Source: an optimization exercise on an open RTL-to-GDS flow (aim: small area, a short achievable clock period and few clock cycles). Production flows keep margins and buffers that such runs may drop.
Where RTL was checked, it was by simulation tests only, not by an equivalence proof against the original.
No driver is modelled on the clock port, so clock power and skew are understated where the tree is cut down; a real chip needs a root buffer or a tree.
Power and IR drop assume default switching activity.

== run a ==
==> flow/design.v <==
module rf_ao22 (
    input  logic a1, a2, b1, b2,
    output logic y
);
    assign y = (a1 & a2) | (b1 & b2);
endmodule
module rf_and2 (
    input  logic a, b,
    output logic y
);
    assign y = a & b;
endmodule
module rf_nand2 (
    input  logic a, b,
    output logic y
);
    assign y = !(a & b);
endmodule
module rf_oct (
    input  logic [7:0] s, m,
    output logic y
);
    assign y = |(s & m);
endmodule
module rf_or2 (
    input  logic a, b,
    output logic y
);
    assign y = a | b;
endmodule
module top_axi_lite (
    input  logic        clk,
    input  logic        rstn,
    input  logic        start,
    input  logic        mode,        
    input  logic [31:0] addr,
    input  logic [31:0] wdata_in,
    output logic [31:0] rdata_out,
    output logic        done
);
    logic [31:0] mem [0:15];
    logic [31:0] mem_d [0:15];
    logic [31:0] rd;
    logic [3:0] lo, hi, whi;
    always_comb begin
        for (int j = 0; j < 4; j++) begin
            lo[j]  = (addr[3:2] == 2'(j));
            hi[j]  = (addr[5:4] == 2'(j));
            whi[j] = start && mode && (addr[5:4] == 2'(j));
        end
    end
    logic [15:0] we [0:1];
    logic [15:0] hold [0:1];
    logic [15:0] sel [0:1];
    for (genvar h = 0; h < 2; h++) begin : g_half
        for (genvar i = 0; i < 16; i++) begin : g_word
            rf_and2  u_we   (.a(whi[i/4]), .b(lo[i%4]), .y(we[h][i]));
            rf_nand2 u_hold (.a(whi[i/4]), .b(lo[i%4]), .y(hold[h][i]));
            rf_and2  u_sel  (.a(hi[i/4]),  .b(lo[i%4]), .y(sel[h][i]));
        end
    end
    for (genvar i = 0; i < 16; i++) begin : g_word
        for (genvar b = 0; b < 32; b++) begin : g_bit
            rf_ao22 u_next (
                .a1(we[b/16][i]), .a2(wdata_in[b]), .b1(hold[b/16][i]), .b2(mem[i][b]),
                .y(mem_d[i][b])
            );
        end
    end
    always_ff @(posedge clk) begin
        for (int i = 0; i < 16; i++) mem[i] <= mem_d[i];
    end
    logic [1:0] oct [0:31];
    for (genvar b = 0; b < 32; b++) begin : g_rd
        for (genvar k = 0; k < 2; k++) begin : g_oct
            logic [7:0] m;
            for (genvar w = 0; w < 8; w++) begin : g_m
                assign m[w] = mem[8*k+w][b];
            end
            rf_oct u_oct (.s(sel[b/16][8*k +: 8]), .m(m), .y(oct[b][k]));
        end
        rf_or2 u_rd (.a(oct[b][0]), .b(oct[b][1]), .y(rd[b]));
    end
    always_ff @(posedge clk) begin
        rdata_out <= rd;
    end
    always_ff @(posedge clk or negedge rstn) begin
        if (!rstn) done <= 1'b0;
        else       done <= start;
    end
endmodule
clock: 3.5 ns
lec_check: 0
cap_margin: 20
core_margin: 2
core_utilization: 55
setup_slack_margin: 1.85
slew_margin: 20
synth_hierarchical: 1
synth_minimum_keep_size: 0
standard.sh (not shown) runs the stock make flow with config.mk's settings and CLKGATE_MAP_FILE= SYNTH_SCRIPT=/design/flow/synth_recipe.tcl, a recipe that flattens the netlist after the stock synthesis.
==> flow/flow/run.sh <==
#!/bin/bash
# The standard layout with two changes:
#  - ports are buffered with buf_4 cells instead of the cell buffer_ports picks;
#  - at the end of the CTS step, flow/clock_tree.tcl replaces the clock tree
#    with a two-level one (clock port -> 2 root buffers -> 32 clkbuf_8 leaf buffers ->
#    flip-flops) and repairs timing again.
# Full output in standard.log (ORFS's per-step logs are under orfs/logs).
set -euo pipefail
export CT_LEAFS=32 CT_ROOTS=2 CT_LEAF_BUF=sky130_fd_sc_hd__clkbuf_8
bash standard.sh "BUFFER_PORTS_ARGS=-buffer_cell sky130_fd_sc_hd__buf_4" \
  "POST_CTS_TCL=$PWD/flow/clock_tree.tcl" finish > standard.log 2>&1
Other scripts of this flow, unchanged in this note and not shown: flow/flow/clock_tree.tcl
Run a did not stop at any stage, and its layout met the timing, design-rule and antenna checks.
Here is what was changed in the inputs of run b compared with run a.
diff --git a/flow/design.v b/flow/design.v
--- a/flow/design.v
+++ b/flow/design.v
@@ -15,19 +15,19 @@
     output logic y
 );
     assign y = !(a & b);
 endmodule
-module rf_oct (
-    input  logic [7:0] s, m,
-    output logic y
-);
-    assign y = |(s & m);
-endmodule
-module rf_or2 (
+module rf_nor2 (
     input  logic a, b,
     output logic y
 );
-    assign y = a | b;
+    assign y = !(a | b);
+endmodule
+module rf_nand4 (
+    input  logic a, b, c, d,
+    output logic y
+);
+    assign y = !(a & b & c & d);
 endmodule
 module top_axi_lite (
     input  logic        clk,
     input  logic        rstn,
@@ -69,18 +69,22 @@
     end
     always_ff @(posedge clk) begin
         for (int i = 0; i < 16; i++) mem[i] <= mem_d[i];
     end
-    logic [1:0] oct [0:31];
+    logic [7:0] part [0:31];
+    logic [3:0] quad [0:31];
     for (genvar b = 0; b < 32; b++) begin : g_rd
-        for (genvar k = 0; k < 2; k++) begin : g_oct
-            logic [7:0] m;
-            for (genvar w = 0; w < 8; w++) begin : g_m
-                assign m[w] = mem[8*k+w][b];
-            end
-            rf_oct u_oct (.s(sel[b/16][8*k +: 8]), .m(m), .y(oct[b][k]));
+        for (genvar k = 0; k < 8; k++) begin : g_ao22
+            rf_ao22 u_part (
+                .a1(sel[b/16][2*k]),   .a2(mem[2*k][b]),
+                .b1(sel[b/16][2*k+1]), .b2(mem[2*k+1][b]),
+                .y(part[b][k])
+            );
         end
-        rf_or2 u_rd (.a(oct[b][0]), .b(oct[b][1]), .y(rd[b]));
+        for (genvar k = 0; k < 4; k++) begin : g_nor2
+            rf_nor2 u_quad (.a(part[b][2*k]), .b(part[b][2*k+1]), .y(quad[b][k]));
+        end
+        rf_nand4 u_rd (.a(quad[b][0]), .b(quad[b][1]), .c(quad[b][2]), .d(quad[b][3]), .y(rd[b]));
     end
     always_ff @(posedge clk) begin
         rdata_out <= rd;
     end
Result: PASS for each of run a and run b
From run a to run b the numbers moved as follows: power in combinational cells dropped about 4%, worst slew margin relative to its limit shrank by 2.8 points, fraction of power consumed by combinational cells saw a decrease.
Between run a and run b, the difference in clock network power consumption is negligible.
Comparing worst hold slack for run a and run b, the bigger number came from run b.
In the tables for run a and run b, fraction of standard cell area that is sequential reads higher with run b.
Per the comparison of run b with run a, peak per-stage delay on the critical path fell by 0.25 ns, area of the multi-input gates lower.
On run b: final core utilization is 1.8 points lower than what run a gave.
Testbench counts of run b, summed over its fixed seeds: cycles 8,000.
The RTL of run a was laid out without a check of its function. No run of this note takes its clock network from TritonCTS; it comes from the design's own scripts or RTL.

* * *

## v6
top_axi_lite, a different RTL version from the one above (not shown whole).
Size in the first run: ~1,500 cells after synthesis, ~550 flip-flops, about 0.019 mm^2 of cells after synthesis.
==> module top_axi_lite, before the edit <==
module top_axi_lite (
    input  logic        clk,
    input  logic        rstn,
    input  logic        start,
    input  logic        mode,        
    input  logic [31:0] addr,
    input  logic [31:0] wdata_in,
    output logic [31:0] rdata_out,
    output logic        done
);
    logic [31:0] mem [0:15];
    logic [31:0] mem_d [0:15];
    logic [15:0] we, hold, sel;
    logic [7:0]  part [0:31];   
    logic [31:0] rd;
    always_comb begin
        for (int i = 0; i < 16; i++) begin
            we[i]   = start && mode && (addr[5:2] == 4'(i));
            hold[i] = !we[i];
            sel[i]  = (addr[5:2] == 4'(i));
        end
    end
    for (genvar i = 0; i < 16; i++) begin : g_word
        for (genvar b = 0; b < 32; b++) begin : g_bit
            rf_ao22 u_next (
                .a1(we[i]), .a2(wdata_in[b]), .b1(hold[i]), .b2(mem[i][b]),
                .y(mem_d[i][b])
            );
        end
    end
    always_ff @(posedge clk) begin
        for (int i = 0; i < 16; i++) mem[i] <= mem_d[i];
    end
    for (genvar b = 0; b < 32; b++) begin : g_rd
        for (genvar k = 0; k < 8; k++) begin : g_ao22
            rf_ao22 u_part (
                .a1(sel[2*k]),   .a2(mem[2*k][b]),
                .b1(sel[2*k+1]), .b2(mem[2*k+1][b]),
                .y(part[b][k])
            );
        end
        assign rd[b] = |part[b];
    end
    always_ff @(posedge clk) begin
        rdata_out <= rd;
    end
    always_ff @(posedge clk or negedge rstn) begin
        if (!rstn) done <= 1'b0;
        else       done <= start;
    end
endmodule
export LEC_CHECK = 0
export CAP_MARGIN = 20
export CORE_MARGIN = 2
export CORE_UTILIZATION = 55
export CTS_CLUSTER_DIAMETER = 100
export CTS_CLUSTER_SIZE = 30
export SETUP_SLACK_MARGIN = 1.8
export SLEW_MARGIN = 20
export SYNTH_HIERARCHICAL = 1
export SYNTH_MINIMUM_KEEP_SIZE = 0
create_clock -name core_clock -period 3.5 [get_ports {clk}]
run.sh (not shown) runs the stock make flow with config.mk's settings and CLKGATE_MAP_FILE= SYNTH_SCRIPT=/design/flow/synth_recipe.tcl, a recipe that flattens the netlist after the stock synthesis.
Stock flow here: none of the scripts above is used.
Modified inputs, v7 compared to v6
==> flow/design.v, changed modules only <==
module rf_aoi222 (
    input  logic a1, a2, b1, b2, c1, c2,
    output logic y
);
    assign y = !((a1 & a2) | (b1 & b2) | (c1 & c2));
endmodule
module top_axi_lite (
    input  logic        clk,
    input  logic        rstn,
    input  logic        start,
    input  logic        mode,        
    input  logic [31:0] addr,
    input  logic [31:0] wdata_in,
    output logic [31:0] rdata_out,
    output logic        done
);
    logic [31:0] mem [0:15];
    logic [31:0] mem_d [0:15];
    logic [15:0] we, hold, sel;
    logic [5:0]  part [0:31];
    logic [31:0] rd;
    always_comb begin
        for (int i = 0; i < 16; i++) begin
            we[i]   = start && mode && (addr[5:2] == 4'(i));
            hold[i] = !we[i];
            sel[i]  = (addr[5:2] == 4'(i));
        end
    end
    for (genvar i = 0; i < 16; i++) begin : g_word
        for (genvar b = 0; b < 32; b++) begin : g_bit
            rf_ao22 u_next (
                .a1(we[i]), .a2(wdata_in[b]), .b1(hold[i]), .b2(mem[i][b]),
                .y(mem_d[i][b])
            );
        end
    end
    always_ff @(posedge clk) begin
        for (int i = 0; i < 16; i++) mem[i] <= mem_d[i];
    end
    for (genvar b = 0; b < 32; b++) begin : g_rd
        for (genvar k = 0; k < 5; k++) begin : g_aoi222
            rf_aoi222 u_part (
                .a1(sel[3*k]),   .a2(mem[3*k][b]),
                .b1(sel[3*k+1]), .b2(mem[3*k+1][b]),
                .c1(sel[3*k+2]), .c2(mem[3*k+2][b]),
                .y(part[b][k])
            );
        end
        assign part[b][5] = !(sel[15] && mem[15][b]);
        assign rd[b] = !(&part[b]);
    end
    always_ff @(posedge clk) begin
        rdata_out <= rd;
    end
    always_ff @(posedge clk or negedge rstn) begin
        if (!rstn) done <= 1'b0;
        else       done <= start;
    end
endmodule
--- outcome ---
v7 did not stop at any stage, and its layout met the timing, design-rule and antenna checks.
Comparing v7 and v6, the lower fraction of the mapped netlist area in simple logic gates is on v7.
~same hold buffer count at cts in v7 and v6
When v7 is set beside v6, its post-cts repair resize count turns out to be 5.7% smaller.
v7 vs. v6: accumulated negative setup slack held steady, wire length of the first global-routing pass shrank by 0.43%, leakage power shrank by about 3.3%, power spent charging and discharging nets grew by about 0.34%, flip-flop and latch count after synthesis held steady.
v7 reports a lower non-clock buffer count than v6 does.
No run of this note included a check of the RTL's function; only the layout flow was run.

## what the ideal ports hide
Ports are ideal in the flow. The routed layouts listed here were re-timed in OpenROAD.
Step 1 (the two cells are an assumption about what drives the block):
set clk [get_ports {clk}]
set_driving_cell -lib_cell sky130_fd_sc_hd__clkbuf_16 $clk
set_driving_cell -lib_cell sky130_fd_sc_hd__buf_2 [delete_from_list [all_inputs] $clk]
Step 2 adds t to the input delays and takes it off the output delays; t is the mean of the earliest and latest rising clock arrival at the registers after step 1. Input paths then give back, and output paths get back, about the clock's delay inside the block.
a / b / c = ideal / step 1 / step 2; a / b = the first two.
| run | t, ns | slack for setup (ns) | clock arrival spread, ns | worst register clock-pin slew, ns | pins driven straight from the clock port |
|---|---|---|---|---|---|
| run a | 0.497 | 1.770 / 1.762 / 1.266 | 0.034 / 0.034 | 0.12 / 0.12 | 2 |
| run b | 0.496 | 1.806 / 1.783 / 1.352 | 0.072 / 0.072 | 0.12 / 0.12 | 2 |
| v6 | 0.614 | 1.654 / 1.674 / 1.060 | 0.022 / 0.022 | 0.12 / 0.12 | 1 |
| v7 | 0.621 | 1.532 / 1.557 / 0.936 | 0.032 / 0.033 | 0.12 / 0.12 | 1 |
After both steps setup and hold are still met in every run listed. For v7, which loses most, drivers alone change the setup slack by +0.025 ns; drivers and shift together by -0.596 ns.
